What follows belongs to an exercise in optimizing a design on an open flow for a short achievable clock period and few clock cycles; a production flow would make more cautious choices. The RTL of this run was laid out without a check of its function. No activity file was given, so power comes from the tool's default toggle rates.

==> design/flow/design.v <==
module custom_MuP (clk, rst, imem_req, imem_addr, imem_rdata, dmem_re, dmem_we, dmem_addr, dmem_wdata, dmem_rdata);
input clk, rst;
output imem_req, dmem_re, dmem_we;
output [15:0] imem_addr, dmem_addr, dmem_wdata;
input [15:0] imem_rdata, dmem_rdata;
reg [15:0] R [0:15];
reg [15:0] pc_f;           
reg        req_f;          
reg        inf_v;          
reg [15:0] inf_pc;         
reg [15:0] q_ir0, q_ir1, q_ir2;
reg [15:0] q_pc0, q_pc1, q_pc2;    
reg [1:0]  q_n;
reg        e_v, e_we, e_ld, e_st, e_br, e_ne, e_cin;
reg [3:0]  e_wd;
reg [1:0]  e_sel;          
reg        e_shl, e_shr, e_sra;
reg [3:0]  e_shn;
reg [15:0] e_opA, e_opB, e_opS;
reg        m_ld, m_st, m_lw;
reg [3:0]  m_wd;
reg [15:0] m_addr, m_wdata;
reg        w_lw;
reg [3:0]  w_wd;
wire [15:0] sum = e_opA + e_opB + {15'd0, e_cin};
reg  [15:0] shres;
always @(*) begin
	if (e_shl)      shres = e_opA << e_shn;
	else if (e_shr) shres = e_opA >> e_shn;
	else if (e_sra) shres = $signed(e_opA) >>> e_shn;
	else            shres = e_opA;
end
reg [15:0] res;
always @(*) begin
	case (e_sel)
	2'd0: res = sum;
	2'd1: res = ~(e_opA & e_opB);
	2'd2: res = e_opA | e_opB;
	default: res = shres;
	endcase
end
wire e_eq = (e_opA == e_opB);
wire taken = e_v & e_br & (e_eq ^ e_ne);
wire e_wr = e_v & e_we;
wire e_lw = e_v & e_ld;
wire        hv  = (q_n != 2'd0);
wire [15:0] ins = q_ir0;
wire [3:0]  op = ins[15:12], fa = ins[11:8], fb = ins[7:4], fc = ins[3:0];
wire is_rr = (op == 4'h8) | (op == 4'hC) | (op == 4'hB) | (op == 4'hF);
wire is_br = (op == 4'h4) | (op == 4'h5);
wire is_ld = (op == 4'h1);
wire is_st = (op == 4'h2);
wire is_j  = (op == 4'h3);
wire is_ri = ~(is_rr | is_br | is_ld | is_st | is_j);
wire [3:0] raA = (is_rr | is_br) ? fb : (is_ld | is_st) ? {2'b10, ins[9:8]} : fa;
wire [3:0] raB = fc;
wire [3:0] raS = is_st ? {2'b11, ins[11:10]} : fa;
wire useA = ~is_j;
wire useB = is_rr | is_br;
wire useS = is_br | is_st;
wire        e_any = e_v & (e_we | e_ld);
wire [15:0] rA = R[raA], rB = R[raB], rS = R[raS];
wire hitEA = e_any & (e_wd == raA), hitMA = m_lw & (m_wd == raA), hitWA = w_lw & (w_wd == raA);
wire hitEB = e_any & (e_wd == raB), hitMB = m_lw & (m_wd == raB), hitWB = w_lw & (w_wd == raB);
wire hitES = e_any & (e_wd == raS), hitMS = m_lw & (m_wd == raS), hitWS = w_lw & (w_wd == raS);
wire stA = hitEA ? e_ld : hitMA;
wire stB = hitEB ? e_ld : hitMB;
wire stS = hitES ? e_ld : hitMS;
wire [15:0] vA = hitEA ? res : hitWA ? dmem_rdata : rA;
wire [15:0] vB = hitEB ? res : hitWB ? dmem_rdata : rB;
wire [15:0] vS = hitES ? res : hitWS ? dmem_rdata : rS;
wire stall = (useA & stA) | (useB & stB) | (useS & stS);
wire pop   = hv & ~stall;
wire issue = pop & ~taken;
wire jmp   = issue & is_j;
wire [15:0] s8  = {{8{ins[7]}}, ins[7:0]};
wire [15:0] z8  = {8'd0, ins[7:0]};
wire [15:0] s12 = {{4{ins[11]}}, ins[11:0]};
wire [15:0] jtarget = q_pc0 + s12;
reg [15:0] nB;
reg        n_cin, n_we;
reg [1:0]  n_sel;
always @(*) begin
	nB = vB; n_cin = 1'b0; n_sel = 2'd0; n_we = 1'b1;
	case (op)
	4'h8: ;
	4'hC: begin nB = ~vB; n_cin = 1'b1; end
	4'hB: n_sel = 2'd1;
	4'hF: n_sel = 2'd2;
	4'h9: nB = s8;
	4'hA: nB = z8;
	4'hD: begin nB = ~s8; n_cin = 1'b1; end
	4'hE: begin nB = ~z8; n_cin = 1'b1; end
	4'h7: begin nB = s8; n_sel = 2'd1; end
	4'h6: begin nB = s8; n_sel = 2'd2; end
	4'h0: n_sel = 2'd3;
	4'h1: begin nB = {s8[14:0], 1'b0}; n_we = 1'b0; end
	4'h2: begin nB = {s8[14:0], 1'b0}; n_we = 1'b0; end
	default: n_we = 1'b0;    
	endcase
end
wire        redirect = taken | jmp;
wire [15:0] rtarget  = taken ? e_opS : jtarget;
wire        arr = inf_v;
wire [1:0]  n_pop = q_n - {1'b0, pop};
wire [1:0]  n_next = n_pop + {1'b0, arr};
wire [2:0]  room = {1'b0, n_next} + {2'b0, req_f};
wire [15:0] pc_f2 = pc_f + 16'd2;
always @(posedge clk) begin
	if (rst) begin
		pc_f <= 16'd0; req_f <= 1'b1; inf_v <= 1'b0; q_n <= 2'd0;
	end else if (redirect) begin
		pc_f <= rtarget; req_f <= 1'b1; inf_v <= 1'b0; q_n <= 2'd0;
	end else begin
		if (req_f) pc_f <= pc_f2;
		inf_v <= req_f;
		req_f <= (room <= 3'd2);
		q_n <= n_next;
	end
	inf_pc <= pc_f2;
	if (pop) begin
		q_ir0 <= q_ir1; q_pc0 <= q_pc1;
		q_ir1 <= q_ir2; q_pc1 <= q_pc2;
	end
	if (arr) begin
		case (n_pop)
		2'd0: begin q_ir0 <= imem_rdata; q_pc0 <= inf_pc; end
		2'd1: begin q_ir1 <= imem_rdata; q_pc1 <= inf_pc; end
		default: begin q_ir2 <= imem_rdata; q_pc2 <= inf_pc; end
		endcase
	end
end
always @(posedge clk) begin
	if (rst) begin
		e_v <= 1'b0; m_ld <= 1'b0; m_st <= 1'b0; m_lw <= 1'b0; w_lw <= 1'b0;
	end else begin
		e_v  <= issue & ~is_j;
		m_ld <= e_lw;
		m_lw <= e_lw;
		m_st <= e_v & e_st;
		w_lw <= m_lw & ~(e_wr & (e_wd == m_wd));
	end
	e_we <= n_we; e_ld <= is_ld; e_st <= is_st; e_br <= is_br; e_ne <= ins[12];
	e_cin <= n_cin; e_sel <= n_sel;
	e_wd <= is_ld ? {2'b11, ins[11:10]} : fa;
	e_shl <= (ins[3:0] == 4'd1); e_shr <= (ins[3:0] == 4'd2); e_sra <= (ins[3:0] == 4'd3);
	e_shn <= ins[7:4];
	e_opA <= vA; e_opB <= nB; e_opS <= vS;
	m_wd <= e_wd;
	m_addr <= sum;
	m_wdata <= e_opS;
	w_wd <= m_wd;
end
always @(posedge clk) begin
	if (rst) begin
		R[0]  <= 16'h0000; R[1]  <= 16'h09e4; R[2]  <= 16'hc61b; R[3]  <= 16'hff49;
		R[4]  <= 16'h756e; R[5]  <= 16'h0014; R[6]  <= 16'h0032; R[7]  <= 16'hb7a1;
		R[8]  <= 16'hff49; R[9]  <= 16'h5878; R[10] <= 16'h08eb; R[11] <= 16'hca09;
		R[12] <= 16'ha24b; R[13] <= 16'h8aa9; R[14] <= 16'h2ab2; R[15] <= 16'h7814;
	end else begin
		if (w_lw) R[w_wd] <= dmem_rdata;
		if (e_wr) R[e_wd] <= res;
	end
end
assign imem_req   = req_f;
assign imem_addr  = pc_f;
assign dmem_re    = m_ld;
assign dmem_we    = m_st;
assign dmem_addr  = m_addr;
assign dmem_wdata = m_wdata;
endmodule
==> design/flow/run.sh <==
#!/bin/bash
# synth_recipe.tcl (not shown) runs the flow's synth.tcl, then flattens the netlist and writes it again
# the make line also repeats each setting of config.mk as NAME=value (left out here)
make -C /OpenROAD-flow-scripts/flow DESIGN_CONFIG=/design/flow/config.mk WORK_HOME=/design/flow/orfs CLKGATE_MAP_FILE= SYNTH_SCRIPT=/design/flow/synth_recipe.tcl finish
==> design/flow/config.mk <==
export PLATFORM = sky130hd
export DESIGN_NAME = custom_MuP
export DESIGN_NICKNAME = custom_MuP
export VERILOG_FILES = /design/flow/design.v
export SDC_FILE = /design/flow/constraint.sdc
export NUM_CORES = 4
export LEC_CHECK = 0
export CAP_MARGIN = 20
export CORE_MARGIN = 2
export CORE_UTILIZATION = 40
export SLEW_MARGIN = 20
==> design/flow/constraint.sdc <==
create_clock -name core_clock -period 10.0 [get_ports {clk}]
set_input_delay 2.0000 -clock core_clock [delete_from_list [all_inputs] [get_ports {clk}]]
set_output_delay 2.0000 -clock core_clock [all_outputs]
set_load 0.01 [all_outputs]
==> notes.md <==
power breakdown:
part	switching (W)	internal, W
logic	0.00594	0.00358
clock network	0.000962	0.00131
registers	0.000655	0.00272
sequential cells by signal, indices dropped and copies added, names as in the netlist, 2 cells and up:
name	count
e_opS	16
R	256
q_pc0	16
e_wd	4
pc_f	16
m_addr	16
q_ir1	16
q_ir0	16
q_pc2	16
w_wd	4
e_sel	2
q_pc1	16
e_shn	4
q_n	2
e_opA	16
q_ir2	16
m_wd	4
e_opB	16
m_wdata	16
inf_pc	16
critical path, delay by kind of cell, from the launching register on:
kind | cells | cell delay [ns]
flops | 1 | 0.31
xor+xnor | 1 | 0.47
mux | 2 | 0.50
compound gates | 2 | 0.89
fa+ha+maj | 1 | 0.22
buf+inv | 4 | 1.87
simple gates | 6 | 1.41
stage by stage:
stage | hold slack [ns] | total power (W)
after global placement | 0.335 | 0.0125
after floorplan | 0.323 | 0.00942
after detailed placement | 0.345 | 0.0126
after CTS | 0.353 | 0.0149
after global routing | 0.360 | 0.0158
final | 0.351 | 0.0152
cell families after synthesis:
family	count (synthesis)
AO/OA/AOI/OAI	784
XOR/XNOR	93
adder cells (fa/ha/maj)	60
buffers and inverters	415
flip-flops	499
multiplexers	488
AND/OR/NAND/NOR	993
area by class of cell:
class | count | area (µm²)
clock buffer | 70 | 1610
clock inverter | 38 | 423
fill | 7593 | 44300
inverter | 70 | 263
multi-input combinational | 2418 | 18000
sequential | 499 | 12900
tap | 1060 | 1330
timing repair buffer | 177 | 1550
routing by layer:
layer	up-vias	wire, µm	global-route usage
met3	339	14200	0.0712
li1	12400	-	-
met5	-	96	0.00966
met4	2	6830	0.139
met1	13500	50200	0.402
met2	1779	53600	0.438
synth_stat cells (all sizes together), types with 103 or more instances:
cell type	count	share of area
nand2	236	0.027
clkbuf	242	0.028
a21oi	171	0.026
mux4	140	0.097
mux2i	332	0.10
buf	103	0.016
nor3	140	0.022
edfxtp	288	0.27
dfxtp	211	0.13
nand3	281	0.043
o21ai	282	0.044
nor2	174	0.020
how the worst max path moves through the flow:
stage                            to  cells after the start  slack [ns]
after global placement    q_ir0[10]                     16        4.35
final                     q_ir0[12]                     16        4.11
after floorplan            q_ir2[0]                     11        5.24
after global routing      q_ir0[12]                     16        3.69
after CTS                  q_pc0[8]                     16        4.23
after detailed placement   q_pc0[8]                     16        4.23
==> qor.yml <==
worst_hold_path:
  hold_path_startpoint: "e_opS[12]"
  hp-class: "flip-flop to flip-flop"
  min_path_cells: 0
  min_delay_worst_endpoint: "m_wdata[12]"
layout:
  finish.utilization: 0.449
  nNetsFinal: 3313
  stdcell_area_um2: 36100
  diodes: 0
  drive_gt1_frac: 0.131
  area_growth_syn_to_layout_pct: 11.3
  layout_common_cells: "mux2i_1 (329), edfxtp_1 (288), nand3_1 (280)"
  mostFrequentLayoutCell: "mux2i_1"
  final_cells: 4332
yosys:
  synthesis.area_um2: 32400
  synth_nets: 3421
  synthAdderAreaFrac: 0.0235
  synth_compound_area_frac: 0.150
  synth_area_per_cell_um2: 9.73
  synth-seq-cells: 499
  synth_seq_area_share: 0.397
  yosys.area_share.xor_xnor: 0.0251
  synth_mux_area_frac: 0.206
  synth_top_family_by_area: "multiplexers"
  synth_ff_type: "edfxtp_1"
  synth_edf_count: 288
  synth.distinct_cells: 87
  async_reset_ff_frac: 0
  syn_inst: 3332
  synthSimpleGateAreaFrac: 0.146
  yosys_warnings: 1
floorplan:
  die_y_um: 289
  io-pin-count: 85
  initial_core_util: 0.403
  core_um2: 80400
  std_cell_rows: 104
  dieArea_um2: 83300
  die_width_um: 289
sta:
  max_slew_margin: 0.190
  hold_viol: 0
  fmax_mhz: 170
  grt_setup_unrepaired: "no"
  layout_min_cycle_time_ns: 5.89
  tns_ns: 0
  worst_slack_ns: 4.11
  setup_violations: 0
  drv_slew: 0
  post-route-period-util: 0.589
  fin_worst_skew_ns: 0.0368
  worst_slew_pin_slew_ns: 1.22
global_route:
  grt_use_total: 0.294
  grt_pass1_wl_um: 181000
  gr-total-overflow: 0
  grt_max_degree: 130
  antenna_found_initial: 1
  grt_pass1_vias: 26000
place:
  placed_area_um2: 34000
  io_buffers: 84
  place_ws_ns: 4.23
  hpwlAfterDp_um: 82000
  gp_congestion: 0.990
  dp.cells: 4224
setup_path:
  cpPeakStageDelay_ns: 0.83
  cp_max_fo: 66
  worstReg2RegStart: "q_ir0[15]"
  ff2ff_setup_slack_ns: 4.11
  cp_slowest_cell: "a222oi_1"
  endpoint_kind: "flip-flop"
  rr_endpoint: "q_ir0[12]"
  setup.worst_path.start_class: "flip-flop"
  worstPathCellList: "buf_4 -> nor2_1 -> a222oi_1 -> and2_2 -> buf_4 -> mux2i_1 -> nor4_4 -> mux2i_4 -> buf_4 -> nor2_1 -> ha_1 -> xnor2_1 -> nand3_2 -> buf_4 -> nor2_1 -> a31oi_1"
  critPathLaunch: "q_ir0[15]"
  required_ns: 10.49
  reg2regPathDepth: 16
  critical_path_class: "flip-flop to flip-flop"
  arrival_ns: 6.38
  path_common_cell: "buf_4"
run:
  maxCapViolations: 0
clocking:
  post_cts_resized: 0
  postCtsHoldBufs: 0
  cts_sinks: 499
  clkLatencyLatePin_ns: 0.67
  cts_tree: "done"
  cts.reportedPaths.clkPinSlew_ns: 0.06
  cts_root_buf: "clkbuf_16"
  cts_buffer_depth: 3
  cts-buffers-inserted: 58
  ctsHtreeMaxLevel: 2
  cts_setup_buffers: 0
power:
  leakage_nw: 13.1
  vdd_drop_max_uv: 350
  p_per_area_nw_per_um2: 420
route:
  drc: 0
  drtIter0Drc: 4003
  viasPerCell: 6.47
  antenna_left: 0
  wire_per_inst_um: 28.8
  drt_first_pass_iters: 6
  vias: 28000
  drt_wl_total_um: 125000
status:
  status: "no timing/DRC/antenna violations"

[port drivers added, routing unchanged]
How much do the figures lean on ideal ports? The routed layout below was timed once more, with nothing changed but the port constraints. Step 1 sets driving cells, clkbuf_16 on the clock port and buf_2 on the other inputs (assumed; they add their load-dependent delay and slew). Step 2 adds t to the input delays and takes it off the output delays; t is the mean of the earliest and latest rising clock arrival at the registers after step 1. Input paths then give back, and output paths get back, about the clock's delay inside the block. Three values: no drivers, after step 1, after step 2; two values: the first two.
t (ns): 0.712
setup slack, ns: 4.114 / 4.114 / 4.114
latest minus earliest clock arrival (ns): 0.045 / 0.045
After both steps this run still meets setup and hold. The setup slack of this run moves by 0.000 ns with the drivers and by 0.000 ns with both steps.
